Context: an optimization exercise on an open-source flow, tuned for small area, a short achievable clock period and few clock cycles. The choices shown serve that exercise and are no tape-out recipe. Where RTL was checked, it was by simulation tests only, not by an equivalence proof against the original. No functional check of the RTL was part of runs 4 and 5. Power is estimated from default activity; no workload was simulated.

**config.mk**
```make
export PLATFORM = sky130hd
export DESIGN_NAME = RV32i_top
export DESIGN_NICKNAME = RV32i_top
export VERILOG_FILES = /design/flow/design.v
export SDC_FILE = /design/flow/constraint.sdc
export NUM_CORES = 8
export LEC_CHECK = 0
export CAP_MARGIN = 20
export CORE_MARGIN = 2
export CORE_UTILIZATION = 40
export CTS_BUF_LIST = sky130_fd_sc_hd__clkbuf_8
export CTS_CLUSTER_DIAMETER = 100
export CTS_CLUSTER_SIZE = 12
export SLEW_MARGIN = 20
```
**constraint.sdc**
```tcl
create_clock -name core_clock -period 10.0 [get_ports {clk_i}]
set_input_delay 2.0000 -clock core_clock [delete_from_list [all_inputs] [get_ports {clk_i}]]
set_output_delay 2.0000 -clock core_clock [all_outputs]
set_load 0.01 [all_outputs]
```
**design.v**
```verilog
package RV32i_pkg;
  localparam logic [4:0] OPC_LOAD   = 5'b00000;
  localparam logic [4:0] OPC_OPIMM  = 5'b00100;
  localparam logic [4:0] OPC_AUIPC  = 5'b00101;
  localparam logic [4:0] OPC_STORE  = 5'b01000;
  localparam logic [4:0] OPC_OP     = 5'b01100;
  localparam logic [4:0] OPC_LUI    = 5'b01101;
  localparam logic [4:0] OPC_BRANCH = 5'b11000;
  localparam logic [4:0] OPC_JALR   = 5'b11001;
  localparam logic [4:0] OPC_JAL    = 5'b11011;
endpackage
module alu (
    input  logic [31:0] a_i,
    input  logic [31:0] b_i,
    input  logic [ 4:0] shamt_i,    
    input  logic        sub_i,      
    input  logic        sel_add_i,
    input  logic        sel_slt_i,
    input  logic        sel_sltu_i,
    input  logic        sel_xor_i,
    input  logic        sel_or_i,
    input  logic        sel_and_i,
    input  logic        sel_sll_i,
    input  logic        sel_sr_i,
    input  logic        arith_i,    
    output logic [31:0] res_o,
    output logic [31:0] sum_o,
    output logic        eq_o,
    output logic        lt_o,       
    output logic        ltu_o       
);
  logic [32:0] sum33;
  logic [31:0] bx;
  logic [31:0] sh_in, sh_out, sll, sr;
  assign bx    = sub_i ? ~b_i : b_i;
  assign sum33 = {1'b0, a_i} + {1'b0, bx} + {32'd0, sub_i};
  assign sum_o = sum33[31:0];
  assign eq_o  = (a_i == b_i);
  assign ltu_o = ~sum33[32];
  assign lt_o  = (a_i[31] ^ b_i[31]) ? a_i[31] : sum33[31];
  always_comb begin
    for (int i = 0; i < 32; i++) sh_in[i] = sel_sll_i ? a_i[31-i] : a_i[i];
  end
  assign sh_out = 32'($signed({arith_i & a_i[31], sh_in}) >>> shamt_i);
  always_comb begin
    for (int i = 0; i < 32; i++) sll[i] = sh_out[31-i];
  end
  assign sr = sh_out;
  assign res_o = ({32{sel_add_i}} & sum33[31:0])
               | ({32{sel_xor_i}} & (a_i ^ b_i))
               | ({32{sel_or_i}}  & (a_i | b_i))
               | ({32{sel_and_i}} & (a_i & b_i))
               | ({32{sel_sll_i}} & sll)
               | ({32{sel_sr_i}}  & sr)
               | {31'd0, (sel_slt_i & lt_o) | (sel_sltu_i & ltu_o)};
endmodule
module regfile (
    input  logic        clk_i,
    input  logic        we_i,
    input  logic [ 4:0] rd_add_i,
    input  logic [31:0] rd_data_i,
    input  logic [ 4:0] rs1_add_i,
    input  logic [ 4:0] rs2_add_i,
    output logic [31:0] rs1_data_o,
    output logic [31:0] rs2_data_o
);
  logic [31:0] regs[1:31];
  always_ff @(posedge clk_i) begin
    if (we_i && rd_add_i != 5'd0) regs[rd_add_i] <= rd_data_i;
  end
  always_comb begin
    rs1_data_o = 32'd0;
    rs2_data_o = 32'd0;
    for (int i = 1; i < 32; i++) begin
      if (rs1_add_i == 5'(i)) rs1_data_o = rs1_data_o | regs[i];
      if (rs2_add_i == 5'(i)) rs2_data_o = rs2_data_o | regs[i];
    end
  end
endmodule
module RV32i_store_fmt (
    input  logic [ 2:0] f3_i,
    input  logic [ 1:0] addr_i,
    input  logic [31:0] data_i,
    output logic [ 3:0] ble_o,
    output logic [31:0] data_o
);
  always_comb begin
    case (f3_i[1:0])
      2'b00: begin
        ble_o  = 4'b0001 << addr_i;
        data_o = {4{data_i[7:0]}};
      end
      2'b01: begin
        ble_o  = addr_i[1] ? 4'b1100 : 4'b0011;
        data_o = {2{data_i[15:0]}};
      end
      default: begin
        ble_o  = 4'b1111;
        data_o = data_i;
      end
    endcase
  end
endmodule
module RV32i_load_fmt (
    input  logic [ 2:0] f3_i,
    input  logic [ 1:0] addr_i,
    input  logic [31:0] word_i,
    output logic [31:0] data_o
);
  logic [15:0] h;
  logic [ 7:0] b;
  assign h = addr_i[1] ? word_i[31:16] : word_i[15:0];
  assign b = addr_i[0] ? h[15:8] : h[7:0];
  always_comb begin
    case (f3_i[1:0])
      2'b00:   data_o = {{24{b[7] & ~f3_i[2]}}, b};
      2'b01:   data_o = {{16{h[15] & ~f3_i[2]}}, h};
      default: data_o = word_i;
    endcase
  end
endmodule
import RV32i_pkg::*;
module RV32i_decoder (
    input  logic [31:0] ins_i,
    output logic        uses_rs1_o,    
    output logic        uses_rs2_o,    
    output logic        b_is_rs2_o,    
    output logic        a_is_pc_o,     
    output logic        a_is_zero_o,   
    output logic        wb_o,          
    output logic        load_o,
    output logic        store_o,
    output logic        branch_o,
    output logic        jal_o,
    output logic        jalr_o,
    output logic [31:0] imm_o,         
    output logic        sub_o,
    output logic        sel_add_o,
    output logic        sel_slt_o,
    output logic        sel_sltu_o,
    output logic        sel_xor_o,
    output logic        sel_or_o,
    output logic        sel_and_o,
    output logic        sel_sll_o,
    output logic        sel_sr_o,
    output logic        arith_o
);
  logic [4:0] opc;
  logic [2:0] f3;
  logic is_op, is_opimm, is_alu;
  assign opc = ins_i[6:2];
  assign f3  = ins_i[14:12];
  assign is_op    = (opc == OPC_OP);
  assign is_opimm = (opc == OPC_OPIMM);
  assign is_alu   = is_op | is_opimm;
  assign load_o   = (opc == OPC_LOAD);
  assign store_o  = (opc == OPC_STORE);
  assign branch_o = (opc == OPC_BRANCH);
  assign jal_o    = (opc == OPC_JAL);
  assign jalr_o   = (opc == OPC_JALR);
  assign a_is_pc_o   = (opc == OPC_AUIPC);
  assign a_is_zero_o = (opc == OPC_LUI);
  assign uses_rs1_o = is_alu | load_o | store_o | branch_o | jalr_o;
  assign uses_rs2_o = is_op | store_o | branch_o;
  assign b_is_rs2_o = is_op | branch_o;
  assign wb_o       = ~(store_o | branch_o);
  always_comb begin
    if (store_o) imm_o = {{20{ins_i[31]}}, ins_i[31:25], ins_i[11:7]};
    else if (a_is_pc_o | a_is_zero_o) imm_o = {ins_i[31:12], 12'd0};
    else imm_o = {{20{ins_i[31]}}, ins_i[31:20]};
  end
  assign sub_o      = branch_o | (is_alu & (f3 == 3'b010 || f3 == 3'b011))
                    | (is_op & f3 == 3'b000 & ins_i[30]);
  assign sel_add_o  = ~is_alu | (f3 == 3'b000);
  assign sel_slt_o  = is_alu & (f3 == 3'b010);
  assign sel_sltu_o = is_alu & (f3 == 3'b011);
  assign sel_xor_o  = is_alu & (f3 == 3'b100);
  assign sel_or_o   = is_alu & (f3 == 3'b110);
  assign sel_and_o  = is_alu & (f3 == 3'b111);
  assign sel_sll_o  = is_alu & (f3 == 3'b001);
  assign sel_sr_o   = is_alu & (f3 == 3'b101);
  assign arith_o    = ins_i[30];
endmodule
import RV32i_pkg::*;
module RV32i_top (
    input  logic        clk_i,
    input  logic        resetn_i,
    input  logic        imem_valid_i,
    output logic [31:0] imem_add_o,
    input  logic [31:0] imem_data_i,
    output logic [31:0] dmem_add_o,
    input  logic [31:0] dmem_do_i,
    output logic [31:0] dmem_di_o,
    output logic        dmem_we_o,
    output logic        dmem_re_o,
    output logic [ 3:0] dmem_ble_o
);
  logic [11:0] pc_q;   
  logic        ex_wb_q, ex_load_q, ex_store_q, ex_branch_q, ex_jalr_q, ex_link_q;
  logic        ex_pred_q;   
  logic        ex_kill_q;   
  logic [ 4:0] ex_rd_q;
  logic [ 2:0] ex_f3_q;
  logic [31:0] ex_a_q, ex_b_q, ex_sd_q;
  logic [11:0] ex_alt_q;   
  logic ex_sub_q, ex_add_q, ex_slt_q, ex_sltu_q, ex_xor_q, ex_or_q, ex_and_q;
  logic ex_sll_q, ex_sr_q, ex_arith_q;
  logic [ 4:0] ex_shamt_q;   
  logic        mem_wb_q, mem_load_q, mem_store_q;
  logic [ 4:0] mem_rd_q;
  logic [ 2:0] mem_f3_q;
  logic [31:0] mem_res_q, mem_sd_q;
  logic [ 3:0] mem_ble_q;
  logic ex_wb, ex_load, ex_store, ex_branch, ex_jalr;
  assign ex_wb     = ex_wb_q & ~ex_kill_q;
  assign ex_load   = ex_load_q & ~ex_kill_q;
  assign ex_store  = ex_store_q & ~ex_kill_q;
  assign ex_branch = ex_branch_q & ~ex_kill_q;
  assign ex_jalr   = ex_jalr_q & ~ex_kill_q;
  logic [31:0] ld_data, wb_data;
  RV32i_load_fmt u_ldfmt (
      .f3_i  (mem_f3_q),
      .addr_i(mem_res_q[1:0]),
      .word_i(dmem_do_i),
      .data_o(ld_data)
  );
  assign wb_data = mem_load_q ? ld_data : mem_res_q;
  assign dmem_add_o = mem_res_q;
  assign dmem_di_o  = mem_sd_q;
  assign dmem_ble_o = mem_ble_q;
  assign dmem_we_o  = mem_store_q;
  assign dmem_re_o  = mem_load_q;
  logic [31:0] ins;
  logic [ 4:0] rs1, rs2, rd;
  logic uses_rs1, uses_rs2, b_is_rs2, a_is_pc, a_is_zero, d_wb, d_load, d_store;
  logic d_branch, d_jal, d_jalr;
  logic [31:0] imm;
  logic d_sub, d_add, d_slt, d_sltu, d_xor, d_or, d_and, d_sll, d_sr, d_arith;
  assign ins = imem_data_i;
  assign rs1 = ins[19:15];
  assign rs2 = ins[24:20];
  assign rd  = ins[11:7];
  RV32i_decoder u_dec (
      .ins_i      (ins),
      .uses_rs1_o (uses_rs1),
      .uses_rs2_o (uses_rs2),
      .b_is_rs2_o (b_is_rs2),
      .a_is_pc_o  (a_is_pc),
      .a_is_zero_o(a_is_zero),
      .wb_o       (d_wb),
      .load_o     (d_load),
      .store_o    (d_store),
      .branch_o   (d_branch),
      .jal_o      (d_jal),
      .jalr_o     (d_jalr),
      .imm_o      (imm),
      .sub_o      (d_sub),
      .sel_add_o  (d_add),
      .sel_slt_o  (d_slt),
      .sel_sltu_o (d_sltu),
      .sel_xor_o  (d_xor),
      .sel_or_o   (d_or),
      .sel_and_o  (d_and),
      .sel_sll_o  (d_sll),
      .sel_sr_o   (d_sr),
      .arith_o    (d_arith)
  );
  logic [31:0] rf_rs1, rf_rs2, rs1_val, rs2_val;
  regfile u_rf (
      .clk_i     (clk_i),
      .we_i      (mem_wb_q),
      .rd_add_i  (mem_rd_q),
      .rd_data_i (wb_data),
      .rs1_add_i (rs1),
      .rs2_add_i (rs2),
      .rs1_data_o(rf_rs1),
      .rs2_data_o(rf_rs2)
  );
  assign rs1_val = (mem_wb_q && mem_rd_q == rs1) ? wb_data : rf_rs1;
  assign rs2_val = (mem_wb_q && mem_rd_q == rs2) ? wb_data : rf_rs2;
  logic fwd1, fwd2;
  logic [31:0] res;
  assign fwd1 = ex_wb && rs1 == ex_rd_q;
  assign fwd2 = ex_wb && rs2 == ex_rd_q;
  logic stall;
  assign stall = ex_load && ((uses_rs1 && rs1 == ex_rd_q) || (uses_rs2 && rs2 == ex_rd_q));
  logic redirect;
  logic [11:0] redirect_pc;
  logic [11:0] pc_inc, tgt_j, tgt_b, pc_fd;
  logic pred_taken, rd_nz, d_shift;
  assign pred_taken = d_branch & ins[31];   
  assign tgt_j  = pc_q + {ins[13:12], ins[20], ins[30:22]};
  assign tgt_b  = pc_q + {ins[31], ins[31], ins[7], ins[30:25], ins[11:9]};
  assign pc_inc = pc_q + 12'd1;
  assign pc_fd  = d_jal ? tgt_j : pred_taken ? tgt_b : pc_inc;
  logic go;   
  assign go = imem_valid_i & ~stall;
  always_ff @(posedge clk_i or negedge resetn_i) begin
    if (!resetn_i) pc_q <= 12'd0;
    else if (redirect) pc_q <= redirect_pc;
    else if (imem_valid_i && !stall) pc_q <= pc_fd;
  end
  assign imem_add_o = {18'd0, pc_q, 2'b00};
  assign rd_nz = (rd != 5'd0);
  assign d_shift = d_sll | d_sr;
  always_ff @(posedge clk_i or negedge resetn_i) begin
    if (!resetn_i) begin
      ex_wb_q     <= 1'b0;
      ex_load_q   <= 1'b0;
      ex_store_q  <= 1'b0;
      ex_branch_q <= 1'b0;
      ex_jalr_q   <= 1'b0;
      ex_kill_q   <= 1'b0;
    end else begin
      ex_kill_q   <= redirect;
      ex_wb_q     <= go & d_wb & rd_nz;
      ex_load_q   <= go & d_load & rd_nz;
      ex_store_q  <= go & d_store;
      ex_branch_q <= go & d_branch;
      ex_jalr_q   <= go & d_jalr;
    end
  end
  always_ff @(posedge clk_i) begin
    ex_link_q  <= d_jal | d_jalr;
    ex_pred_q  <= pred_taken;
    ex_rd_q    <= rd;
    ex_f3_q    <= ins[14:12];
    ex_a_q     <= (fwd1 && uses_rs1) ? res
                : a_is_zero ? 32'd0 : a_is_pc ? {18'd0, pc_q, 2'b00} : rs1_val;
    ex_b_q     <= (fwd2 && b_is_rs2) ? res : b_is_rs2 ? rs2_val : imm;
    ex_sd_q    <= fwd2 ? res : rs2_val;
    ex_shamt_q <= (fwd2 && d_shift && b_is_rs2) ? res[4:0]
                : !d_shift ? 5'd0 : b_is_rs2 ? rs2_val[4:0] : ins[24:20];
    ex_alt_q   <= (pred_taken || d_jal || d_jalr) ? pc_inc : tgt_b;
    ex_sub_q   <= d_sub;
    ex_add_q   <= d_add;
    ex_slt_q   <= d_slt;
    ex_sltu_q  <= d_sltu;
    ex_xor_q   <= d_xor;
    ex_or_q    <= d_or;
    ex_and_q   <= d_and;
    ex_sll_q   <= d_sll;
    ex_sr_q    <= d_sr;
    ex_arith_q <= d_arith;
  end
  logic [31:0] a, b, sd, alu_res, sum;
  logic [ 4:0] shamt;
  logic eq, lt, ltu, cond, taken;
  assign a     = ex_a_q;
  assign b     = ex_b_q;
  assign sd    = ex_sd_q;
  assign shamt = ex_shamt_q;
  alu u_alu (
      .a_i       (a),
      .b_i       (b),
      .shamt_i   (shamt),
      .sub_i     (ex_sub_q),
      .sel_add_i (ex_add_q),
      .sel_slt_i (ex_slt_q),
      .sel_sltu_i(ex_sltu_q),
      .sel_xor_i (ex_xor_q),
      .sel_or_i  (ex_or_q),
      .sel_and_i (ex_and_q),
      .sel_sll_i (ex_sll_q),
      .sel_sr_i  (ex_sr_q),
      .arith_i   (ex_arith_q),
      .res_o     (alu_res),
      .sum_o     (sum),
      .eq_o      (eq),
      .lt_o      (lt),
      .ltu_o     (ltu)
  );
  assign cond  = ex_f3_q[2] ? (ex_f3_q[1] ? ltu : lt) : eq;
  assign taken = cond ^ ex_f3_q[0];
  assign redirect    = ex_jalr | (ex_branch & (taken ^ ex_pred_q));
  assign redirect_pc = ex_jalr_q ? sum[13:2] : ex_alt_q;
  assign res = ex_link_q ? {18'd0, ex_alt_q, 2'b00} : alu_res;
  logic [ 3:0] st_ble;
  logic [31:0] st_data;
  RV32i_store_fmt u_stfmt (
      .f3_i  (ex_f3_q),
      .addr_i(sum[1:0]),
      .data_i(sd),
      .ble_o (st_ble),
      .data_o(st_data)
  );
  always_ff @(posedge clk_i or negedge resetn_i) begin
    if (!resetn_i) begin
      mem_wb_q    <= 1'b0;
      mem_load_q  <= 1'b0;
      mem_store_q <= 1'b0;
    end else begin
      mem_wb_q    <= ex_wb;
      mem_load_q  <= ex_load;
      mem_store_q <= ex_store;
    end
  end
  always_ff @(posedge clk_i) begin
    mem_rd_q  <= ex_rd_q;
    mem_f3_q  <= ex_f3_q;
    mem_res_q <= res;
    mem_sd_q  <= st_data;
    mem_ble_q <= st_ble;
  end
endmodule
```
**flow/run.sh**
```bash
#!/bin/bash
# Layout: the standard flow (standard.sh), with the timing-repair knobs
# from flow/knobs.sh exported to ORFS. Each tool's output is in standard.log
# here and in ORFS's own logs under orfs/logs.
set -euo pipefail
source flow/knobs.sh
bash standard.sh > standard.log 2>&1
```
**flow/knobs.sh**
```bash
export SETUP_SLACK_MARGIN=6.2
export BUFFER_PORTS_ARGS="-buffer_cell sky130_fd_sc_hd__buf_1"
```
**standard.sh**
```bash
#!/bin/bash
# synth_recipe.tcl (not shown) runs the flow's synth.tcl, then flattens the netlist and writes it again
# the make line also repeats each setting of config.mk as NAME=value (left out here)
make -C /OpenROAD-flow-scripts/flow DESIGN_CONFIG=/design/flow/config.mk WORK_HOME=/design/flow/orfs CLKGATE_MAP_FILE= SYNTH_SCRIPT=/design/flow/synth_recipe.tcl "${@:-finish}"
```
==> results.py, run 1 <==
metrics = {
    "routing": {
        "route.vias.total": 53000,
        "met3WireLength_um": 55890,
        "met2_length_um": 121500,
        "via_per_inst": 7.567,
        "route.detailed.drc": 0,
        "antenna_left": 0,
        "routed_wirelength_um": 309000,
        "top_layer": "met5",
        "wl_per_cell_um": 44.11,
        "drt-initial-drc-count": 12250,
        "drt-met1-wl_um": 97250,
        "first_pass_iters": 12,
    },
    "power": {
        "finalPower_w": 0.01313,
        "leakagePower_nw": 23.11,
        "peakVddDrop_mv": 0.1341,
        "p_per_area_nw_per_um2": 194.5,
    },
    "global_route": {
        "gr-total-overflow": 0,
        "grt_pass1_vias": 48450,
        "grt_start_max_net_pins": 59,
        "track_usage": 0.4013,
        "grt_antenna_before_repair": 19,
        "grt_pass1_wl_um": 404900,
    },
    "finish": {
        "fillCellCount": 12810,
        "areaGrowthSynthToFinish_pct": 16.89,
        "final_util": 0.4706,
        "drive_gt1_frac": 0.1906,
        "layout_commonest_cell": "edfxtp_1",
        "nNetsFinal": 5242,
        "final_cell_mix": "992 x edfxtp_1, 656 x a22oi_1, 309 x nand2_1",
        "layout.cells.non_filler": 7004,
    },
    "setup_path": {
        "reg2reg_to": "ex_sd_q[10]",
        "crit_top_cell": "buf_4",
        "endpoint": "ex_a_q[0]",
        "start_kind": "primary input",
        "worstPathRequired_ns": 10.81,
        "worstPathCellList": "buf_4 > or3_1 > nor2_4 > buf_4 > a22o_1 > a221oi_2 > nand3_1 > nor2_1 > nand4_1 > o221ai_4 > a21oi_1",
        "reg2reg_slack_ns": 6.22,
        "worstPathMaxFanout": 11,
        "worstSetupStartpoint": "imem_data_i[15]",
        "critPathKind": "in2reg",
        "crit_path_top_delay_cell": "nand4_1",
        "cp-end-kind": "flip-flop",
        "cpPeakStageDelay_ns": 0.52,
        "cp.depth": 11,
        "critPathBufInv": 2,
        "crit_family": "simple AND/OR/NAND/NOR gates",
        "arrival_ns": 4.73,
        "rr_startpoint": "ex_sub_q",
        "reg2reg_depth": 15,
    },
    "sta": {
        "hold_violations": 0,
        "skew_ns": 0.09475,
        "setup_tns_ns": 0,
        "tightest_slew_ns": 1.250,
        "rsz0062_at_grt": "true",
        "slew_headroom": 0.1635,
        "post-route-period-util": 0.3926,
        "slew_viol_final": 0,
        "min_period_ns": 3.926,
        "holdWs_ns": 0.3875,
        "max_freq_mhz": 254.7,
        "setup_viol": 0,
    },
    "synthesis": {
        "postSynthCellCount": 4759,
        "synth_edf_count": 992,
        "yosys_warnings": 6,
        "yosysTopAreaCell": "edfxtp_1",
        "synth_area_leaders": "edfxtp_1 52%, a22oi_1 8.7%, dfxtp_1 7.2%, ha_1 2.4%, a221oi_1 2.1%",
        "syn_avg_cell_area_um2": 12.14,
        "ys_ff_latch": 1222,
        "synth_cell_types": 81,
        "synth_top_area_share": 0.5157,
        "yosysSeqAreaShare": 0.5972,
        "synthFlopType": "edfxtp_1",
        "synthArstFlopShare": 0.01718,
        "synth_area_um2": 57760,
    },
    "clocking": {
        "cts_buffer_depth": 3,
        "clockRootBuffer": "clkbuf_8",
        "htreeDepth": 3,
        "clock-sinks": 1222,
        "cts_inserted_buffers": 113,
        "cts_tree": "yes",
        "clk_latency_ns": 0.93,
        "cts_hold_buf": 0,
        "clk_pin_slew_ns": 0.10,
    },
    "floorplan": {
        "io_pins": 169,
        "core_area_um2": 143500,
        "die_area_um2": 147500,
        "start_util": 0.4026,
        "die_w_um": 384.0,
        "rows": 139,
        "die_h_um": 384.0,
    },
    "status": {
        "status": "timing/DRC/antenna clean",
    },
    "placement": {
        "io_buffers": 146,
        "place_congestion": 1.008,
        "place_inst": 6630,
        "dp_hpwl_um": 173000,
    },
    "min_path": {
        "hp-class": "reg2reg",
    },
    "run": {
        "max-cap-violations": 0,
    },
}
==> worst reg2reg max path, delay by kind of cell (launching register included) <==
family          cells  cell delay [ns]
fa+ha+maj           1             0.43
compound gates      7             1.59
flops               1             0.43
buf+inv             3             0.40
xor+xnor            2             0.52
simple gates        2             0.27
==> metal layers <==
metal  up-vias  global-route usage
li1      19620                   -
met1     25290              0.4613
met2      6008              0.5553
met3      2037              0.2158
met4        46              0.3071
met5         -             0.01592
==> synth_stat cells (67+ instances only) <==
library cell	instances
mux2i_1	71
nand3_1	156
a22o_1	122
a22oi_1	666
edfxtp_1	992
nor3_1	67
a21oi_1	151
nor2_1	279
a221oi_1	136
dfxtp_1	209
nand4_1	93
o21ai_0	191
nand2_1	317
clkbuf_1	291
inv_1	121
o211ai_1	70
ha_1	112
==> worst min-delay path by stage <==
stage,from,end,slack (ns),cells past startpoint
final,ex_sd_q[7],mem_sd_q[7],0.39,0
after global routing,ex_sd_q[7],mem_sd_q[7],0.41,0
after global placement,ex_sd_q[7],mem_sd_q[7],0.38,0
after CTS,ex_sd_q[7],mem_sd_q[7],0.39,0
after detailed placement,ex_sd_q[7],mem_sd_q[7],0.38,0
after floorplan,ex_f3_q[2],mem_f3_q[2],0.35,0
==> flip-flops by register name (all words and copies together), names as in the netlist, 12 cells and up <==
name,flops
ex_a_q,32
ex_alt_q,12
ex_b_q,32
ex_sd_q,32
mem_res_q,32
mem_sd_q,32
pc_q,12
u_rf.regs,992
==> where the power goes <==
part / switching, W / internal (W)
Clock: 0.00178 / 0.00104
Combinational: 0.00252 / 0.00104
Sequential: 0.000412 / 0.00635
Total: 0.00471 / 0.00842
==> repair_timing <==
item | CTS | global route
endpoints found under the hold margin | 0 | 0
resized for setup | 259 | 217
setup endpoints to repair | 411 | 184
pin swaps | 89 | 85
gates cloned | 17 | 7
setup buffers | 124 | 70
==> final cells by class <==
cell class | instances | area (um^2) | area share
clock inverters | 27 | 180.2 | 0.002669
diodes | 16 | 40.04 | 0.0005930
multi-input cells | 3091 | 24140 | 0.3575
inverters | 123 | 461.7 | 0.006838
well taps | 1903 | 2381 | 0.03527
flip-flops and latches | 1222 | 34530 | 0.5114
repair buffers | 509 | 4235 | 0.06273
clock buffers | 113 | 1555 | 0.02303
==> stage by stage <==
stage / instance area [um^2] / worst slack [ns]
detailed placement: 61660 / 3.501
CTS: 65760 / 6.065
global placement: 61660 / 3.498
global route: 67490 / 6.101
floorplan: 58570 / 6.007
finish: 67520 / 6.074
==> cell families after synthesis <==
logic type                 Yosys count  share of synthesized area
adders and majority gates          115                    0.02530
muxes                              153                    0.03693
other                                1                 0.00006492
AOI/OAI and AO/OA                 1620                     0.2061
and+or+nand+nor                   1066                    0.08591
DFF                               1222                     0.5972
xor gates and xnor gates            99                    0.01501
buffers and inverters              483                    0.03344
Testbench counts, summed over its fixed seeds: cycles 72,984.
==> inputs of run 2 (changes only) <==
--- a/design.v
+++ b/design.v
@@ -200,2 +200,4 @@
   logic        ex_pred_q;   
+  logic        ex_back_q;   
+  logic [3:0] ex_hidx_q;   
   logic        ex_kill_q;   
@@ -286,3 +288,3 @@
   assign stall = ex_load && ((uses_rs1 && rs1 == ex_rd_q) || (uses_rs2 && rs2 == ex_rd_q));
-  logic redirect;
+  logic redirect, taken;
   logic [11:0] redirect_pc;
@@ -290,3 +292,8 @@
   logic pred_taken, rd_nz, d_shift;
-  assign pred_taken = d_branch & ins[31];   
+  logic [15:0] bht_q;
+  always_ff @(posedge clk_i or negedge resetn_i) begin
+    if (!resetn_i) bht_q <= '0;
+    else if (ex_branch && !ex_back_q) bht_q[ex_hidx_q] <= taken;
+  end
+  assign pred_taken = d_branch & (ins[31] | bht_q[pc_q[3:0]]);
   assign tgt_j  = pc_q + {ins[13:12], ins[20], ins[30:22]};
@@ -325,2 +332,4 @@
     ex_pred_q  <= pred_taken;
+    ex_back_q  <= ins[31];
+    ex_hidx_q  <= pc_q[3:0];
     ex_rd_q    <= rd;
@@ -347,3 +356,3 @@
   logic [ 4:0] shamt;
-  logic eq, lt, ltu, cond, taken;
+  logic eq, lt, ltu, cond;
   assign a     = ex_a_q;
==> run 2 against run 1 <==
  * Area after synthesis grew 2.8%
  * Cell count grew 3.9%
  * Non-clock buffer count shrank 53
==> results.py, run 2 <==
metrics = {
    "finish": {
        "largest_reg_flops": 992,
        "nNetsFinal": 5470,
        "drive_gt1_frac": 0.1639,
        "largest_register": "u_rf.regs",
        "layout_commonest_cell": "edfxtp_1",
        "areaGrowthSynthToFinish_pct": 15.21,
        "final_cell_mix": "992 x edfxtp_1, 854 x a22oi_1, 527 x nand2_1",
    },
    "synthesis": {
        "yosysSeqAreaShare": 0.5893,
        "synth_cell_types": 87,
        "ys_ff_latch": 1243,
        "synth_area_leaders": "edfxtp_1 50%, a22oi_1 11%, dfxtp_1 7.2%, nand2_1 3.4%, ha_1 2.4%",
        "yosysMostFrequentCell": "edfxtp_1",
        "synthArstFlopShare": 0.02977,
        "yosysTopAreaCell": "edfxtp_1",
        "synth_commonest_cells": "992 x edfxtp_1, 859 x a22oi_1, 538 x nand2_1",
        "synth_area_um2": 59390,
        "syn_avg_cell_area_um2": 11.78,
        "synthFlopType": "edfxtp_1",
        "synth_top_area_share": 0.5016,
        "synth_edf_count": 992,
        "postSynthCellCount": 5041,
        "yosys_warnings": 6,
    },
    "routing": {
        "routed_wirelength_um": 308600,
        "via_per_inst": 7.424,
        "first_pass_iters": 17,
        "drt-initial-drc-count": 12670,
        "antenna_left": 0,
        "route.detailed.drc": 0,
        "wl_per_cell_um": 42.41,
        "route.vias.total": 54020,
    },
    "sta": {
        "slew_headroom": 0.2176,
        "max_freq_mhz": 256.2,
        "hold_violations": 0,
        "setup_tns_ns": 0,
        "setup_viol": 0,
        "slew_viol_final": 0,
        "skew_ns": 0.04869,
        "post-route-period-util": 0.3902,
        "setup_ws_ns": 6.098,
        "tightest_slew_ns": 1.174,
        "min_period_ns": 3.902,
        "rsz0062_at_grt": "true",
    },
    "global_route": {
        "grt_antenna_before_repair": 14,
        "gr-total-overflow": 0,
        "track_usage": 0.3893,
        "grt_pass1_wl_um": 406700,
        "grt_start_max_net_pins": 57,
        "grt_pass1_vias": 49240,
    },
    "clocking": {
        "cts_inserted_buffers": 114,
        "cts_buffer_depth": 3,
        "cts_tree": "yes",
        "clock-sinks": 1243,
        "clockRootBuffer": "clkbuf_8",
        "clk_pin_slew_ns": 0.09,
        "clk_latency_ns": 0.92,
        "htreeDepth": 3,
    },
    "floorplan": {
        "die_h_um": 389.3,
        "rows": 141,
        "io_pins": 169,
        "die_area_um2": 151600,
        "die_w_um": 389.3,
        "core_area_um2": 147700,
        "start_util": 0.4022,
    },
    "setup_path": {
        "crit_path_top_delay_cell": "or3b_4",
        "rr_startpoint": "ex_sub_q",
        "worstPathMaxFanout": 14,
        "cp-end-kind": "flip-flop",
        "worstPathRequired_ns": 10.84,
        "worstSetupStartpoint": "imem_data_i[20]",
        "cpPeakStageDelay_ns": 0.45,
        "critPathKind": "in2reg",
        "worstPathCellList": "buf_1 > buf_8 > or3b_4 > nor2_4 > buf_4 > a22oi_1 > nand2_1 > nor4_1 > a31oi_2 > o21ai_1 > a22o_1 > o21ai_0",
        "start_kind": "primary input",
        "arrival_ns": 4.74,
    },
    "placement": {
        "dp_hpwl_um": 171400,
        "place_congestion": 0.9977,
        "io_buffers": 146,
        "dp_slack_ns": 3.525,
    },
    "power": {
        "leakagePower_nw": 24.09,
        "peakVddDrop_mv": 0.1134,
        "p_per_area_nw_per_um2": 193.4,
    },
    "min_path": {
        "hp-class": "reg2reg",
        "hold_start": "ex_sd_q[3]",
    },
    "status": {
        "status": "timing/DRC/antenna clean",
    },
    "run": {
        "max-cap-violations": 0,
    },
}
[run 2: cell types whose count changed after synthesis, sizes merged, moves of 19 or more]
| cell | before | now |
|---|---|---|
| a22oi | 666 | 859 |
| a31oi | 24 | 43 |
| o21ai | 195 | 234 |
| a22o | 122 | 45 |
| o221ai | 37 | 16 |
| nor2 | 279 | 260 |
| nor4 | 31 | 67 |
| nand2 | 318 | 538 |
| o211ai | 70 | 45 |
| nand3 | 156 | 114 |
| a221oi | 137 | 45 |
| nand4 | 93 | 41 |
[run 2: report_power, final]
part	internal [W]	leakage [nW]	total, W	switching [W]
logic	0.000993	11.8	0.00353	0.00254
clock network	0.00108	1.08	0.00288	0.00181
registers	0.00644	11.2	0.00681	0.000379
total	0.00850	24.1	0.0132	0.00473
[run 2: path summary, 6_finish.rpt]
path / to / depth (start not counted) / slack [ns]
setup / recovery: ex_b_q[22] / 12 / 6.10
hold / removal: mem_sd_q[3] / 0 / 0.39
setup reg to reg: pc_q[11] / 16 / 6.20
hold reg to reg: mem_sd_q[3] / 0 / 0.39
max in group asynchronous: mem_load_q / 1 / 8.09
min in group asynchronous: bht_q[15] / 1 / 1.21
[run 2: timing repair]
action	4_1_cts	5_1_grt
pin swaps	75	54
hold endpoints to repair	0	0
hold buffers	0	0
gates cloned	19	8
setup buffers	96	46
setup endpoints to repair	301	126
gates resized for setup	263	180
[run 2: through the flow]
stage	total power (W)	cell area (um^2)	instances	hold WS, ns	util
finish	0.01323	68420	7276	0.3914	0.4634
global route	0.01349	68400	7265	0.4074	0.4632
CTS	0.01282	67100	7207	0.3952	0.4544
detailed placement	0.009830	63130	6929	0.3838	0.4275
global placement	0.009797	63130	6929	0.3827	0.4275
floorplan	0.008475	60450	5060	0.3290	-
[run 2: logic make-up (layout without fill, tap and decap cells)]
group                    Yosys count  count (layout)  synth area share
AO/OA/AOI/OAI                   1678            1698            0.2026
flip-flops                      1243            1243            0.5893
AND/OR/NAND/NOR                 1227            1228           0.09245
buffers and inverters            510             759           0.03693
multiplexers                     163             163           0.03847
adder cells (fa/ha/maj)          119             119           0.02545
XOR/XNOR                         100             101           0.01475
other                              1              35        0.00006314
[run 2: area by class of cell]
| type | count | area (um^2) |
|---|---|---|
| inverter | 140 | 546.8 |
| antenna | 15 | 37.54 |
| fill | 13230 | 79240 |
| clock inverter | 45 | 220.2 |
| sequential | 1243 | 35020 |
| multi-input combinational | 3329 | 24670 |
| tap | 1930 | 2415 |
| clock buffer | 118 | 1624 |
| timing repair buffer | 456 | 3895 |
[run 2: layer usage]
layer,up-vias,share of wire,global-route usage
li1,20320,-,-
met1,26010,0.33,0.4676
met5,-,0.0048,0.03413
met2,6051,0.39,0.5340
met4,39,0.090,0.2731
met3,1598,0.18,0.1971
[run 2: critical path, delay by kind of cell]
kind | cells | cell delay, ns
simple gates | 4 | 0.95
buf+inv | 3 | 0.67
compound gates | 5 | 1.08
Testbench counts of run 2, summed over its fixed seeds: cycles 70,366.
==> inputs of run 3 (changes only) <==
==> run.sh (new file) <==
#!/bin/bash
# synth_recipe.tcl (not shown) runs the flow's synth.tcl, then flattens the netlist and writes it again
# the make line also repeats each setting of config.mk as NAME=value (left out here)
make -C /OpenROAD-flow-scripts/flow DESIGN_CONFIG=/design/flow/config.mk WORK_HOME=/design/flow/orfs CLKGATE_MAP_FILE= SYNTH_SCRIPT=/design/flow/synth_recipe.tcl finish
--- a/config.mk
+++ b/config.mk
@@ -13,2 +13,3 @@
 export CTS_CLUSTER_SIZE = 12
+export SETUP_SLACK_MARGIN = 5
 export SLEW_MARGIN = 20
removed: flow/run.sh
removed: flow/knobs.sh
removed: standard.sh
==> run 3 against run 2 <==
  * Flip-flop and latch count unchanged
  * Routed wire length down 4.5%
  * Cell count down 1.6%
  * Global-route usage down 1.2 points
  * First-iteration DRC count down 4.6%
  * Worst hold slack worse by 0.042 ns
  * Sequential power about the same
==> results.py, run 3 <==
metrics = {
    "setup_path": {
        "start_kind": "primary input",
        "reg2reg_to": "bht_q[6]",
        "arrival_ns": 5.90,
        "reg2reg_slack_ns": 5.15,
        "cp-end-kind": "flip-flop",
        "rr_startpoint": "ex_sub_q",
        "critPathKind": "in2reg",
        "reg2reg_depth": 13,
        "worstPathMaxFanout": 17,
        "worstPathRequired_ns": 10.67,
    },
    "floorplan": {
        "io_pins": 169,
        "rows": 141,
        "core_area_um2": 147700,
        "die_w_um": 389.3,
        "die_area_um2": 151600,
        "start_util": 0.4022,
        "die_h_um": 389.3,
    },
    "global_route": {
        "grt_pass1_vias": 48120,
        "track_usage": 0.3770,
        "grt_antenna_before_repair": 21,
        "gr-total-overflow": 0,
        "grt_pass1_wl_um": 396800,
        "grt_start_max_net_pins": 48,
    },
    "synthesis": {
        "yosysTopAreaCell": "edfxtp_1",
        "synthArstFlopShare": 0.02977,
        "yosysMostFrequentCell": "edfxtp_1",
        "synth_cell_types": 87,
        "yosysSeqAreaShare": 0.5893,
        "synth_top_area_share": 0.5016,
        "synth_edf_count": 992,
        "synth_commonest_cells": "992 x edfxtp_1, 859 x a22oi_1, 538 x nand2_1",
        "yosys_warnings": 6,
        "synthFlopType": "edfxtp_1",
        "postSynthCellCount": 5041,
        "synth_area_leaders": "edfxtp_1 50%, a22oi_1 11%, dfxtp_1 7.2%, nand2_1 3.4%, ha_1 2.4%",
        "ys_ff_latch": 1243,
        "synth_area_um2": 59390,
        "syn_avg_cell_area_um2": 11.78,
    },
    "sta": {
        "post-route-period-util": 0.5227,
        "min_period_ns": 5.227,
        "setup_ws_ns": 4.773,
        "holdWs_ns": 0.3490,
        "rsz0062_at_grt": "true",
        "slew_viol_final": 0,
        "setup_viol": 0,
        "setup_tns_ns": 0,
        "skew_ns": 0.1012,
        "slew_headroom": 0.1895,
        "hold_violations": 0,
        "max_freq_mhz": 191.3,
        "tightest_slew_ns": 1.210,
    },
    "routing": {
        "first_pass_iters": 9,
        "via_per_inst": 7.287,
        "wl_per_cell_um": 41.16,
        "antenna_left": 0,
        "routed_wirelength_um": 294700,
        "route.vias.total": 52180,
        "route.detailed.drc": 0,
        "drt-initial-drc-count": 12080,
    },
    "clocking": {
        "clockRootBuffer": "clkbuf_8",
        "cts_tree": "yes",
        "clk_pin_slew_ns": 0.10,
        "cts_hold_buf": 0,
        "cts_buffer_depth": 3,
        "clock-sinks": 1243,
        "clk_latency_ns": 0.93,
        "cts_inserted_buffers": 114,
        "htreeDepth": 3,
    },
    "finish": {
        "layout.cells.non_filler": 7160,
        "fillCellCount": 13430,
        "largest_register": "u_rf.regs",
        "layout_commonest_cell": "edfxtp_1",
        "largest_reg_flops": 992,
        "final_cell_mix": "992 x edfxtp_1, 858 x a22oi_1, 535 x nand2_1",
        "drive_gt1_frac": 0.1162,
        "nNetsFinal": 5362,
        "areaGrowthSynthToFinish_pct": 11.72,
    },
    "placement": {
        "dp_slack_ns": 3.272,
        "place_congestion": 1.001,
        "io_buffers": 146,
        "dp_hpwl_um": 171800,
        "place_inst": 6950,
    },
    "power": {
        "peakVddDrop_mv": 0.1155,
        "finalPower_w": 0.01295,
        "p_per_area_nw_per_um2": 195.2,
        "leakagePower_nw": 23.36,
    },
    "status": {
        "status": "timing/DRC/antenna clean",
    },
    "min_path": {
        "hp-class": "reg2reg",
        "hold_start": "ex_rd_q[0]",
        "whs_endpoint": "mem_rd_q[0]",
        "min_path_cells": 0,
    },
    "run": {
        "max-cap-violations": 0,
    },
}
## run 3: critical path, stage by stage
cell and delay [ns]:
dlygate4sd2_1 0.64, nand2_2 0.43, nor2_4 0.19, buf_4 0.48
buf_4 0.51, a22oi_1 0.17, nand2_1 0.09, nor4_1 0.06
nand3_1 0.37, o21ai_0 0.30, mux2i_2 0.62
## run 3: power breakdown
group,total [W],switching (W),internal [W]
sequential,0.00681,0.000383,0.00643
combinational,0.00326,0.00225,0.00101
clock,0.00288,0.00181,0.00106
## run 3: worst max path at each step
stage	startpoint	end	slack [ns]	cells past startpoint
after floorplan	dmem_do_i[23]	ex_b_q[13]	5.26	9
after detailed placement	imem_data_i[23]	ex_b_q[21]	3.27	11
after global routing	imem_data_i[21]	ex_b_q[5]	5.00	14
after global placement	imem_data_i[23]	ex_b_q[21]	3.32	11
after CTS	imem_data_i[16]	ex_a_q[5]	5.00	12
final	imem_data_i[21]	ex_sd_q[7]	4.77	11
## run 3: kinds of logic (layout without fill, tap and decap cells)
family,Yosys count,in the layout,synth area share
DFF,1243,1243,0.5893
other,1,35,0.00006314
and+or+nand+nor,1227,1229,0.09245
muxes,163,163,0.03847
AOI/OAI and AO/OA,1678,1678,0.2026
adders and majority gates,119,119,0.02545
xor gates and xnor gates,100,100,0.01475
buffers and inverters,510,663,0.03693
## run 3: routing by layer
| metal | share of wire | track usage | up-vias |
|---|---|---|---|
| met1 | 0.33 | 0.4553 | 25100 |
| met4 | 0.086 | 0.2517 | 36 |
| met3 | 0.17 | 0.1755 | 1410 |
| li1 | - | - | 20020 |
| met5 | 0.0022 | 0.01882 | - |
| met2 | 0.41 | 0.5337 | 5608 |
## run 3: repair_timing
item,CTS,global route
buffers inserted,29,9
gates resized for setup,30,23
gates cloned,2,0
pin swaps,16,5
setup endpoints to repair,92,37
## run 3: cell type report
type / instances / area [um^2] / share of cell area
Antenna cell: 15 / 37.54 / 0.0005657
Clock buffer: 117 / 1610 / 0.02427
Clock inverter: 38 / 195.2 / 0.002942
Inverter: 140 / 525.5 / 0.007920
Multi-Input combinational cell: 3309 / 23300 / 0.3512
Sequential cell: 1243 / 35000 / 0.5276
Tap cell: 1930 / 2415 / 0.03640
Timing Repair Buffer: 368 / 3257 / 0.04909
## run 3: through the flow
step,instance area (um^2),util
2_1_floorplan,59460,-
3_3_place_gp,63960,0.4332
3_5_place_dp,63960,0.4332
4_1_cts,66150,0.4480
5_1_grt,66320,0.4491
6_report,66350,0.4493
==> inputs of run 4 (changes only) <==
--- a/design.v
+++ b/design.v
@@ -17,2 +17,3 @@
     input  logic        sel_add_i,
+    input  logic        sel_b_i,
     input  logic        sel_slt_i,
@@ -49,2 +50,3 @@
   assign res_o = ({32{sel_add_i}} & sum33[31:0])
+               | ({32{sel_b_i}}   & b_i)
                | ({32{sel_xor_i}} & (a_i ^ b_i))
@@ -138,2 +140,3 @@
     output logic        sel_add_o,
+    output logic        sel_b_o,       
     output logic        sel_slt_o,
@@ -173,3 +176,4 @@
                     | (is_op & f3 == 3'b000 & ins_i[30]);
-  assign sel_add_o  = ~is_alu | (f3 == 3'b000);
+  assign sel_add_o  = (~is_alu & ~(a_is_pc_o | a_is_zero_o)) | (is_alu & f3 == 3'b000);
+  assign sel_b_o    = a_is_pc_o | a_is_zero_o;
   assign sel_slt_o  = is_alu & (f3 == 3'b010);
@@ -199,5 +203,4 @@
   logic        ex_wb_q, ex_load_q, ex_store_q, ex_branch_q, ex_jalr_q, ex_link_q;
+  logic        ex_re_q;   
   logic        ex_pred_q;   
-  logic        ex_back_q;   
-  logic [3:0] ex_hidx_q;   
   logic        ex_kill_q;   
@@ -208,5 +211,5 @@
   logic ex_sub_q, ex_add_q, ex_slt_q, ex_sltu_q, ex_xor_q, ex_or_q, ex_and_q;
-  logic ex_sll_q, ex_sr_q, ex_arith_q;
+  logic ex_sll_q, ex_sr_q, ex_arith_q, ex_sel_b_q;
   logic [ 4:0] ex_shamt_q;   
-  logic        mem_wb_q, mem_load_q, mem_store_q;
+  logic        mem_wb_q, mem_load_q, mem_store_q, mem_re_q;
   logic [ 4:0] mem_rd_q;
@@ -233,3 +236,3 @@
   assign dmem_we_o  = mem_store_q;
-  assign dmem_re_o  = mem_load_q;
+  assign dmem_re_o  = mem_re_q;
   logic [31:0] ins;
@@ -239,2 +242,3 @@
   logic [31:0] imm;
+  logic d_sel_b;
   logic d_sub, d_add, d_slt, d_sltu, d_xor, d_or, d_and, d_sll, d_sr, d_arith;
@@ -260,2 +264,3 @@
       .sel_add_o  (d_add),
+      .sel_b_o    (d_sel_b),
       .sel_slt_o  (d_slt),
@@ -288,3 +293,3 @@
   assign stall = ex_load && ((uses_rs1 && rs1 == ex_rd_q) || (uses_rs2 && rs2 == ex_rd_q));
-  logic redirect, taken;
+  logic redirect;
   logic [11:0] redirect_pc;
@@ -292,8 +297,3 @@
   logic pred_taken, rd_nz, d_shift;
-  logic [15:0] bht_q;
-  always_ff @(posedge clk_i or negedge resetn_i) begin
-    if (!resetn_i) bht_q <= '0;
-    else if (ex_branch && !ex_back_q) bht_q[ex_hidx_q] <= taken;
-  end
-  assign pred_taken = d_branch & (ins[31] | bht_q[pc_q[3:0]]);
+  assign pred_taken = d_branch & ins[31];   
   assign tgt_j  = pc_q + {ins[13:12], ins[20], ins[30:22]};
@@ -311,2 +311,5 @@
   assign rd_nz = (rd != 5'd0);
+  logic [31:0] u_val;
+  assign u_val = {ins[31:12] + {18'd0, pc_q[11:10] & {2{a_is_pc}}},
+                  a_is_pc ? {pc_q[9:0], 2'b00} : 12'd0};
   assign d_shift = d_sll | d_sr;
@@ -316,2 +319,3 @@
       ex_load_q   <= 1'b0;
+      ex_re_q     <= 1'b0;
       ex_store_q  <= 1'b0;
@@ -324,2 +328,3 @@
       ex_load_q   <= go & d_load & rd_nz;
+      ex_re_q     <= go & d_load;
       ex_store_q  <= go & d_store;
@@ -332,9 +337,6 @@
     ex_pred_q  <= pred_taken;
-    ex_back_q  <= ins[31];
-    ex_hidx_q  <= pc_q[3:0];
     ex_rd_q    <= rd;
     ex_f3_q    <= ins[14:12];
-    ex_a_q     <= (fwd1 && uses_rs1) ? res
-                : a_is_zero ? 32'd0 : a_is_pc ? {18'd0, pc_q, 2'b00} : rs1_val;
-    ex_b_q     <= (fwd2 && b_is_rs2) ? res : b_is_rs2 ? rs2_val : imm;
+    ex_a_q     <= fwd1 ? res : rs1_val;
+    ex_b_q     <= (fwd2 && b_is_rs2) ? res : b_is_rs2 ? rs2_val : d_sel_b ? u_val : imm;
     ex_sd_q    <= fwd2 ? res : rs2_val;
@@ -345,2 +347,3 @@
     ex_add_q   <= d_add;
+    ex_sel_b_q <= d_sel_b;
     ex_slt_q   <= d_slt;
@@ -356,3 +359,3 @@
   logic [ 4:0] shamt;
-  logic eq, lt, ltu, cond;
+  logic eq, lt, ltu, cond, taken;
   assign a     = ex_a_q;
@@ -367,2 +370,3 @@
       .sel_add_i (ex_add_q),
+      .sel_b_i   (ex_sel_b_q),
       .sel_slt_i (ex_slt_q),
@@ -400,2 +404,3 @@
       mem_store_q <= 1'b0;
+      mem_re_q    <= 1'b0;
     end else begin
@@ -404,2 +409,3 @@
       mem_store_q <= ex_store;
+      mem_re_q    <= ex_re_q & ~ex_kill_q;
     end
==> flow/run.sh (new file) <==
#!/bin/bash
# Layout: the standard flow (standard.sh), with the timing-repair knobs
# from flow/knobs.sh exported to ORFS. Each tool's output is in standard.log
# here and in ORFS's own logs under orfs/logs.
set -euo pipefail
source flow/knobs.sh
bash standard.sh > standard.log 2>&1
==> flow/knobs.sh (new file) <==
export SETUP_SLACK_MARGIN=6.0
export BUFFER_PORTS_ARGS="-buffer_cell sky130_fd_sc_hd__buf_2"
==> standard.sh (new file) <==
#!/bin/bash
# synth_recipe.tcl (not shown) runs the flow's synth.tcl, then flattens the netlist and writes it again
# the make line also repeats each setting of config.mk as NAME=value (left out here)
make -C /OpenROAD-flow-scripts/flow DESIGN_CONFIG=/design/flow/config.mk WORK_HOME=/design/flow/orfs CLKGATE_MAP_FILE= SYNTH_SCRIPT=/design/flow/synth_recipe.tcl "${@:-finish}"
--- a/config.mk
+++ b/config.mk
@@ -10,6 +10,2 @@
 export CORE_UTILIZATION = 40
-export CTS_BUF_LIST = sky130_fd_sc_hd__clkbuf_8
-export CTS_CLUSTER_DIAMETER = 100
-export CTS_CLUSTER_SIZE = 12
-export SETUP_SLACK_MARGIN = 5
 export SLEW_MARGIN = 20
removed: run.sh
==> run 4 against run 3 <==
  * Sequential share of layout area down 2.9 points
  * First-iteration DRC count shrank 2.2%
  * Sequential power is 1% lower
  * Combinational power rose by 2%
  * Area after synthesis fell by 1.8%
  * Via count is 0.56% higher
==> results.py, run 4 <==
metrics = {
    "setup_path": {
        "arrival_ns": 4.73,
        "cp-end-kind": "flip-flop",
        "rr_startpoint": "ex_sll_q",
        "critPathKind": "in2reg",
        "cpPeakStageDelay_ns": 0.44,
        "worstPathCellList": "buf_6 > nand3b_1 > buf_4 > nor2_4 > buf_4 > a22oi_1 > nand2_1 > nor4_1 > nand4_1 > o221ai_1 > nand2_1 > nand2_1 > o21ai_0",
        "crit_path_top_delay_cell": "o221ai_1",
        "worstSetupStartpoint": "imem_data_i[22]",
        "start_kind": "primary input",
        "worstPathMaxFanout": 19,
        "crit_family": "simple AND/OR/NAND/NOR gates",
        "critPathBufInv": 3,
        "worstPathRequired_ns": 10.65,
        "crit_top_cell": "nand2_1",
    },
    "routing": {
        "first_pass_iters": 13,
        "route.vias.total": 52470,
        "drt-initial-drc-count": 11820,
        "routed_wirelength_um": 301100,
        "wl_per_cell_um": 42.43,
        "via_per_inst": 7.392,
        "antenna_left": 0,
        "route.detailed.drc": 0,
    },
    "finish": {
        "largest_reg_flops": 992,
        "nNetsFinal": 5250,
        "areaGrowthSynthToFinish_pct": 18.86,
        "layout_commonest_cell": "edfxtp_1",
        "final_cell_mix": "992 x edfxtp_1, 674 x a22oi_1, 361 x nand2_1",
        "fillCellCount": 12720,
        "drive_gt1_frac": 0.1988,
        "largest_register": "u_rf.regs",
    },
    "global_route": {
        "grt-busiest-layer": "met2",
        "track_usage": 0.3926,
        "gr-total-overflow": 0,
        "use_met1": 0.4567,
        "grt_pass1_vias": 48710,
        "use_met2": 0.5577,
        "grt_start_max_net_pins": 46,
        "grtUsageMet3": 0.1804,
        "grt_antenna_before_repair": 16,
        "grt_pass1_wl_um": 399400,
    },
    "floorplan": {
        "die_area_um2": 148900,
        "io_pins": 169,
        "die_w_um": 385.9,
        "rows": 140,
        "die_h_um": 385.9,
        "start_util": 0.4018,
        "core_area_um2": 145200,
    },
    "synthesis": {
        "synthFlopType": "edfxtp_1",
        "yosysSeqAreaShare": 0.5925,
        "synth_cell_types": 87,
        "postSynthCellCount": 4812,
        "synth_commonest_cells": "992 x edfxtp_1, 675 x a22oi_1, 367 x nand2_1",
        "yosysTopAreaCell": "edfxtp_1",
        "synthArstFlopShare": 0.01878,
        "ys_ff_latch": 1225,
        "yosys_warnings": 6,
        "synth_area_leaders": "edfxtp_1 51%, a22oi_1 8.7%, dfxtp_1 7.2%, ha_1 2.4%, nand2_1 2.4%",
        "synth_top_area_share": 0.5106,
        "synth_area_um2": 58340,
        "synth_edf_count": 992,
        "yosysMostFrequentCell": "edfxtp_1",
        "syn_avg_cell_area_um2": 12.12,
    },
    "power": {
        "peakVddDrop_mv": 0.1879,
        "pwr-share-comb": 0.220,
        "seqPwrFrac": 0.446,
        "p_int_w": 0.01021,
        "p_per_area_nw_per_um2": 217.3,
        "p_clk_frac": 0.333,
        "p_switching_w": 0.004858,
        "p_sw_frac": 0.3224,
        "leakagePower_nw": 24.53,
    },
    "clocking": {
        "cts_hold_buf": 0,
        "clock-sinks": 1225,
        "clockRootBuffer": "clkbuf_16",
        "htreeDepth": 4,
        "cts_buffer_depth": 3,
        "cts_inserted_buffers": 132,
        "clk_latency_ns": 0.80,
        "cts_tree": "yes",
        "clk_pin_slew_ns": 0.06,
    },
    "placement": {
        "place_congestion": 1.021,
        "io_buffers": 146,
        "dp_hpwl_um": 172700,
    },
    "sta": {
        "tightest_slew_ns": 1.271,
        "hold_violations": 0,
        "slew_headroom": 0.1440,
        "rsz0062_at_grt": "true",
        "slew_viol_final": 0,
        "min_period_ns": 4.076,
        "setup_tns_ns": 0,
        "setup_viol": 0,
        "post-route-period-util": 0.4076,
        "skew_ns": 0.03025,
        "holdWs_ns": 0.3892,
        "max_freq_mhz": 245.3,
    },
    "min_path": {
        "hold_start": "ex_rd_q[2]",
        "hp-class": "reg2reg",
    },
    "run": {
        "max-cap-violations": 0,
    },
    "status": {
        "status": "timing/DRC/antenna clean",
    },
}
run 4: changes by cell type in the layout (fill, tap and decap cells not counted), moves of 40 or more:
cell / delta
a22oi_1: -184
nand2_1: -174
clkbuf_16: +142
clkdlybuf4s50_1: -139
buf_2: +132
clkbuf_8: -113
o21ai_0: -100
a221oi_1: +97
a22o_1: +84
nand4_1: +61
inv_1: -43
buf_4: +40
run 4: final timing paths:
kind | endpoint | slack, ns | depth (start not counted)
max | ex_b_q[21] | 5.92 | 13
min | mem_rd_q[2] | 0.39 | 0
max reg2reg | ex_b_q[9] | 5.99 | 11
min reg2reg | mem_rd_q[2] | 0.39 | 0
max in group asynchronous | mem_load_q | 8.36 | 1
min in group asynchronous | ex_load_q | 1.22 | 1
run 4: area by class of cell:
cell class / instances / area, um^2 / area share
clock buffers: 168 / 3670 / 0.05292
repair buffers: 451 / 3615 / 0.05213
repair inverters: 1 / 5.005 / 0.00007217
diodes: 11 / 27.53 / 0.0003970
multi-input cells: 3123 / 23830 / 0.3436
well taps: 1917 / 2399 / 0.03459
clock inverters: 71 / 709.4 / 0.01023
inverters: 131 / 511.7 / 0.007380
flip-flops and latches: 1225 / 34580 / 0.4987
run 4: metal layers:
metal	up-vias	share of wire
met5	-	0.0010
met4	16	0.10
met2	5686	0.40
li1	19780	-
met3	1691	0.17
met1	25300	0.33
run 4: metrics by stage:
| step | cells | cell area (um^2) | setup WS [ns] | util | power [W] |
|---|---|---|---|---|---|
| 6_report | 7098 | 69340 | 5.924 | 0.4775 | 0.01507 |
| 5_1_grt | 7088 | 69320 | 5.938 | 0.4774 | 0.01539 |
| 4_1_cts | 7053 | 68490 | 5.968 | 0.4717 | 0.01479 |
| 3_5_place_dp | 6719 | 62400 | 4.133 | 0.4297 | 0.009752 |
| 3_3_place_gp | 6719 | 62400 | 4.065 | 0.4297 | 0.009733 |
| 2_1_floorplan | 4831 | 58630 | 5.515 | - | 0.008262 |
run 4: repair_timing:
action,4_1_cts,5_1_grt
pin swaps,54,48
endpoints found under the setup margin,132,81
buffers inserted,87,33
cloned,8,1
resized for setup,185,121
run 4: power by group through the flow:
| stage | Combinational [W] | Sequential [W] | Clock [W] |
|---|---|---|---|
| 2_1_floorplan | 0.00159 | 0.00667 | 0 |
| 3_3_place_gp | 0.00292 | 0.00681 | 0 |
| 3_5_place_dp | 0.00294 | 0.00681 | 0 |
| 4_1_cts | 0.00307 | 0.00671 | 0.00501 |
| 5_1_grt | 0.00344 | 0.00673 | 0.00521 |
| 6_report | 0.00332 | 0.00673 | 0.00502 |
run 4: cell families (layout without fill, tap and decap cells):
kind of cell | after synthesis | in the layout | share of synthesized area
compound gates | 1586 | 1587 | 0.2026
buf+inv | 487 | 822 | 0.03367
fa+ha+maj | 118 | 118 | 0.02582
mux | 165 | 165 | 0.03942
simple gates | 1113 | 1116 | 0.08834
other cells | 1 | 31 | 0.00006428
xor+xnor | 117 | 117 | 0.01756
flops | 1225 | 1225 | 0.5925
==> inputs of run 5 (changes only) <==
--- a/design.v
+++ b/design.v
@@ -14,2 +14,4 @@
     input  logic [31:0] b_i,
+    input  logic        simm_sel_i,   
+    input  logic [11:0] simm_i,
     input  logic [ 4:0] shamt_i,    
@@ -17,3 +19,2 @@
     input  logic        sel_add_i,
-    input  logic        sel_b_i,
     input  logic        sel_slt_i,
@@ -35,3 +36,3 @@
   logic [31:0] sh_in, sh_out, sll, sr;
-  assign bx    = sub_i ? ~b_i : b_i;
+  assign bx    = sub_i ? ~b_i : simm_sel_i ? {{20{simm_i[11]}}, simm_i} : b_i;
   assign sum33 = {1'b0, a_i} + {1'b0, bx} + {32'd0, sub_i};
@@ -50,3 +51,2 @@
   assign res_o = ({32{sel_add_i}} & sum33[31:0])
-               | ({32{sel_b_i}}   & b_i)
                | ({32{sel_xor_i}} & (a_i ^ b_i))
@@ -129,2 +129,3 @@
     output logic        b_is_rs2_o,    
+    output logic [11:0] simm_o,        
     output logic        a_is_pc_o,     
@@ -140,3 +141,2 @@
     output logic        sel_add_o,
-    output logic        sel_b_o,       
     output logic        sel_slt_o,
@@ -167,7 +167,7 @@
   assign uses_rs2_o = is_op | store_o | branch_o;
-  assign b_is_rs2_o = is_op | branch_o;
+  assign b_is_rs2_o = is_op | branch_o | store_o;
+  assign simm_o     = {ins_i[31:25], ins_i[11:7]};
   assign wb_o       = ~(store_o | branch_o);
   always_comb begin
-    if (store_o) imm_o = {{20{ins_i[31]}}, ins_i[31:25], ins_i[11:7]};
-    else if (a_is_pc_o | a_is_zero_o) imm_o = {ins_i[31:12], 12'd0};
+    if (a_is_pc_o | a_is_zero_o) imm_o = {ins_i[31:12], 12'd0};
     else imm_o = {{20{ins_i[31]}}, ins_i[31:20]};
@@ -176,4 +176,3 @@
                     | (is_op & f3 == 3'b000 & ins_i[30]);
-  assign sel_add_o  = (~is_alu & ~(a_is_pc_o | a_is_zero_o)) | (is_alu & f3 == 3'b000);
-  assign sel_b_o    = a_is_pc_o | a_is_zero_o;
+  assign sel_add_o  = ~is_alu | (f3 == 3'b000);
   assign sel_slt_o  = is_alu & (f3 == 3'b010);
@@ -208,6 +207,7 @@
   logic [ 2:0] ex_f3_q;
-  logic [31:0] ex_a_q, ex_b_q, ex_sd_q;
+  logic [31:0] ex_a_q, ex_b_q;
+  logic [11:0] ex_simm_q;   
   logic [11:0] ex_alt_q;   
   logic ex_sub_q, ex_add_q, ex_slt_q, ex_sltu_q, ex_xor_q, ex_or_q, ex_and_q;
-  logic ex_sll_q, ex_sr_q, ex_arith_q, ex_sel_b_q;
+  logic ex_sll_q, ex_sr_q, ex_arith_q;
   logic [ 4:0] ex_shamt_q;   
@@ -239,2 +239,3 @@
   logic [ 4:0] rs1, rs2, rd;
+  logic [11:0] simm;
   logic uses_rs1, uses_rs2, b_is_rs2, a_is_pc, a_is_zero, d_wb, d_load, d_store;
@@ -242,3 +243,2 @@
   logic [31:0] imm;
-  logic d_sel_b;
   logic d_sub, d_add, d_slt, d_sltu, d_xor, d_or, d_and, d_sll, d_sr, d_arith;
@@ -253,2 +253,3 @@
       .b_is_rs2_o (b_is_rs2),
+      .simm_o     (simm),
       .a_is_pc_o  (a_is_pc),
@@ -264,3 +265,2 @@
       .sel_add_o  (d_add),
-      .sel_b_o    (d_sel_b),
       .sel_slt_o  (d_slt),
@@ -311,5 +311,2 @@
   assign rd_nz = (rd != 5'd0);
-  logic [31:0] u_val;
-  assign u_val = {ins[31:12] + {18'd0, pc_q[11:10] & {2{a_is_pc}}},
-                  a_is_pc ? {pc_q[9:0], 2'b00} : 12'd0};
   assign d_shift = d_sll | d_sr;
@@ -339,5 +336,6 @@
     ex_f3_q    <= ins[14:12];
-    ex_a_q     <= fwd1 ? res : rs1_val;
-    ex_b_q     <= (fwd2 && b_is_rs2) ? res : b_is_rs2 ? rs2_val : d_sel_b ? u_val : imm;
-    ex_sd_q    <= fwd2 ? res : rs2_val;
+    ex_a_q     <= (fwd1 && uses_rs1) ? res
+                : a_is_zero ? 32'd0 : a_is_pc ? {18'd0, pc_q, 2'b00} : rs1_val;
+    ex_b_q     <= (fwd2 && b_is_rs2) ? res : b_is_rs2 ? rs2_val : imm;
+    ex_simm_q  <= simm;
     ex_shamt_q <= (fwd2 && d_shift && b_is_rs2) ? res[4:0]
@@ -347,3 +345,2 @@
     ex_add_q   <= d_add;
-    ex_sel_b_q <= d_sel_b;
     ex_slt_q   <= d_slt;
@@ -362,3 +359,3 @@
   assign b     = ex_b_q;
-  assign sd    = ex_sd_q;
+  assign sd    = ex_b_q;   
   assign shamt = ex_shamt_q;
@@ -367,2 +364,4 @@
       .b_i       (b),
+      .simm_sel_i(ex_store_q),
+      .simm_i    (ex_simm_q),
       .shamt_i   (shamt),
@@ -370,3 +369,2 @@
       .sel_add_i (ex_add_q),
-      .sel_b_i   (ex_sel_b_q),
       .sel_slt_i (ex_slt_q),
==> run 5 against run 4 <==
  * Via count up 0.90%
  * Critical path type unchanged
  * Worst hold slack improved by 0.046 ns
  * Count of clock-buffer cells in the layout down 12
  * Area after synthesis down 0.88%
  * Still clean
==> results.py, run 5 <==
metrics = {
    "global_route": {
        "grt_pass1_wl_um": 396800,
        "gr-total-overflow": 0,
        "track_usage": 0.3907,
        "grt_antenna_before_repair": 21,
        "grt_start_max_net_pins": 53,
        "grt_pass1_vias": 47660,
    },
    "setup_path": {
        "worstPathRequired_ns": 10.68,
        "rr_startpoint": "ex_sub_q",
        "worstPathMaxFanout": 8,
        "arrival_ns": 4.88,
        "reg2reg_depth": 16,
        "reg2reg_slack_ns": 5.92,
        "start_kind": "primary input",
        "cp-end-kind": "flip-flop",
        "critPathKind": "in2reg",
        "reg2reg_to": "pc_q[3]",
    },
    "sta": {
        "setup_tns_ns": 0,
        "post-route-period-util": 0.4205,
        "skew_ns": 0.06138,
        "slew_headroom": 0.1586,
        "slew_viol_final": 0,
        "min_period_ns": 4.205,
        "hold_violations": 0,
        "rsz0062_at_grt": "true",
        "max_freq_mhz": 237.8,
        "tightest_slew_ns": 1.262,
        "setup_viol": 0,
    },
    "floorplan": {
        "start_util": 0.4031,
        "die_area_um2": 147600,
        "core_area_um2": 143500,
        "die_h_um": 384.2,
        "rows": 139,
        "die_w_um": 384.2,
        "io_pins": 169,
    },
    "power": {
        "finalPower_w": 0.01418,
        "p_per_area_nw_per_um2": 208.6,
        "peakVddDrop_mv": 0.1694,
        "leakagePower_nw": 24.09,
    },
    "routing": {
        "via_per_inst": 7.406,
        "antenna_left": 0,
        "route.detailed.drc": 0,
        "wl_per_cell_um": 42.50,
        "routed_wirelength_um": 303800,
        "drt-initial-drc-count": 12540,
        "route.vias.total": 52940,
        "first_pass_iters": 13,
    },
    "synthesis": {
        "ys_ff_latch": 1198,
        "synthArstFlopShare": 0.01920,
        "yosysTopAreaCell": "edfxtp_1",
        "synth_area_leaders": "edfxtp_1 52%, a22oi_1 11%, dfxtp_1 6.3%, nand2_1 3.4%, ha_1 2.4%",
        "yosysMostFrequentCell": "edfxtp_1",
        "synth_area_um2": 57830,
        "postSynthCellCount": 4932,
        "synth_commonest_cells": "992 x edfxtp_1, 881 x a22oi_1, 517 x nand2_1",
        "syn_avg_cell_area_um2": 11.73,
        "synth_cell_types": 95,
        "synth_top_area_share": 0.5151,
        "synthFlopType": "edfxtp_1",
        "yosys_warnings": 6,
        "synth_edf_count": 992,
        "yosysSeqAreaShare": 0.5884,
    },
    "finish": {
        "largest_reg_flops": 992,
        "final_cell_mix": "992 x edfxtp_1, 872 x a22oi_1, 512 x nand2_1",
        "areaGrowthSynthToFinish_pct": 17.56,
        "layout_commonest_cell": "edfxtp_1",
        "final_util": 0.4738,
        "nNetsFinal": 5330,
        "drive_gt1_frac": 0.1849,
        "largest_register": "u_rf.regs",
    },
    "run": {
        "max-cap-violations": 0,
    },
    "min_path": {
        "whs_endpoint": "mem_f3_q[1]",
        "hp-class": "reg2reg",
        "min_path_cells": 0,
        "hold_start": "ex_f3_q[1]",
    },
    "clocking": {
        "cts_hold_buf": 0,
        "htreeDepth": 3,
        "cts_inserted_buffers": 116,
        "clk_pin_slew_ns": 0.06,
        "clockRootBuffer": "clkbuf_16",
        "cts_tree": "yes",
        "clk_latency_ns": 0.79,
        "clock-sinks": 1198,
        "cts_buffer_depth": 3,
    },
    "placement": {
        "dp_hpwl_um": 166100,
        "place_congestion": 1.017,
        "io_buffers": 146,
    },
    "status": {
        "status": "timing/DRC/antenna clean",
    },
}
## run 5: cell type report
cell class              instances  area [um^2]
diodes                          3        7.507
clock buffers                 156         3132
clock inverters                57        503.0
fillers                     12850        75500
inverters                     128        495.5
multi-input cells            3270        23690
flip-flops and latches       1198        34040
well taps                    1903         2381
repair buffers                430         3714
repair inverters                3        17.52
## run 5: power by group
part / switching [W] / internal (W)
registers: 0.000390 / 0.00621
logic: 0.00229 / 0.000981
clock network: 0.00201 / 0.00231
total: 0.00469 / 0.00950
## run 5: stage by stage
stage | instance area, um^2 | hold slack, ns | std cells | setup WS (ns)
2_1_floorplan | 58140 | 0.3640 | 4951 | 5.990
3_3_place_gp | 61370 | 0.3878 | 6794 | 3.924
3_5_place_dp | 61370 | 0.3851 | 6794 | 3.886
4_1_cts | 66660 | 0.4105 | 7090 | 5.902
5_1_grt | 67980 | 0.4487 | 7146 | 5.836
6_report | 67980 | 0.4350 | 7148 | 5.795
## run 5: worst max-delay path by stage
stage / from / to / slack (ns)
6_report: dmem_do_i[31] / ex_b_q[29] / 5.79
5_1_grt: ex_store_q / pc_q[9] / 5.84
4_1_cts: imem_data_i[22] / ex_shamt_q[1] / 5.90
3_3_place_gp: imem_data_i[23] / ex_b_q[22] / 3.92
2_1_floorplan: dmem_do_i[23] / ex_b_q[18] / 5.99
3_5_place_dp: imem_data_i[23] / ex_b_q[22] / 3.89
## run 5: kinds of logic (layout without fill, tap and decap cells)
| logic type | after synthesis | after routing | share of synthesized area |
|---|---|---|---|
| simple gates | 1262 | 1267 | 0.1006 |
| flops | 1198 | 1198 | 0.5884 |
| fa+ha+maj | 116 | 116 | 0.02562 |
| mux | 140 | 140 | 0.03594 |
| buf+inv | 490 | 774 | 0.03585 |
| other cells | 1 | 23 | 0.00006484 |
| compound gates | 1657 | 1659 | 0.2032 |
| xor+xnor | 68 | 68 | 0.01030 |
## run 5: timing repair
| action | 4_1_cts | 5_1_grt |
|---|---|---|
| setup endpoints to repair | 135 | 97 |
| pin swaps | 46 | 49 |
| gates resized for setup | 232 | 171 |
| gates cloned | 8 | 12 |
| setup buffers | 75 | 42 |
## run 5: worst max-delay path, stage by stage
cell      delay (ns)
buf_2           0.15
mux4_2          0.48
nor2b_1         0.16
nor2_1          0.15
o31a_4          0.25
buf_4           0.16
a21oi_4         0.06
buf_12          0.16
o211ai_1        0.76
nand2_1         0.33
o21a_1          0.20
## run 5: layer usage
| metal | share of wire | track usage | up-vias |
|---|---|---|---|
| met4 | 0.097 | 0.2749 | 30 |
| met3 | 0.18 | 0.1804 | 1733 |
| met5 | 0.0012 | 0 | - |
| met2 | 0.40 | 0.5487 | 5875 |
| li1 | - | - | 19900 |
| met1 | 0.33 | 0.4724 | 25400 |

## afterwards: timing with drivers on the ports
The results above use ideal ports. As a check the final layouts listed here were re-extracted and re-timed, cells and wires unchanged.
Step 1 assumes that a clkbuf_16 drives the clock port and a buf_2 every other input.
Step 2 adds t to the input delays and takes it off the output delays; t is the mean of the earliest and latest rising clock arrival at the registers after step 1. Input paths then give back, and output paths get back, about the clock's delay inside the block.
a / b / c = ideal ports / drivers / drivers and shift; a / b = the first two.
run	shift t [ns]	slack for setup (ns)	worst setup path after step 2	worst register clock-pin slew, ns	pins driven straight from the clock port
run 1	0.959	6.074 / 6.081 / 5.122	input to register	0.11 / 0.11	1
run 2	0.969	6.098 / 6.121 / 5.152	input to register	0.10 / 0.10	1
run 3	0.958	4.773 / 4.795 / 3.837	input to register	0.12 / 0.12	1
run 4	0.866	5.924 / 5.852 / 4.986	input to register	0.08 / 0.08	1
run 5	0.849	5.795 / 5.836 / 4.987	input to register	0.07 / 0.07	1
After both steps every run listed still meets setup and hold. The setup slack of run 1, which loses most, moves by +0.007 ns with the drivers and by -0.952 ns with both steps.
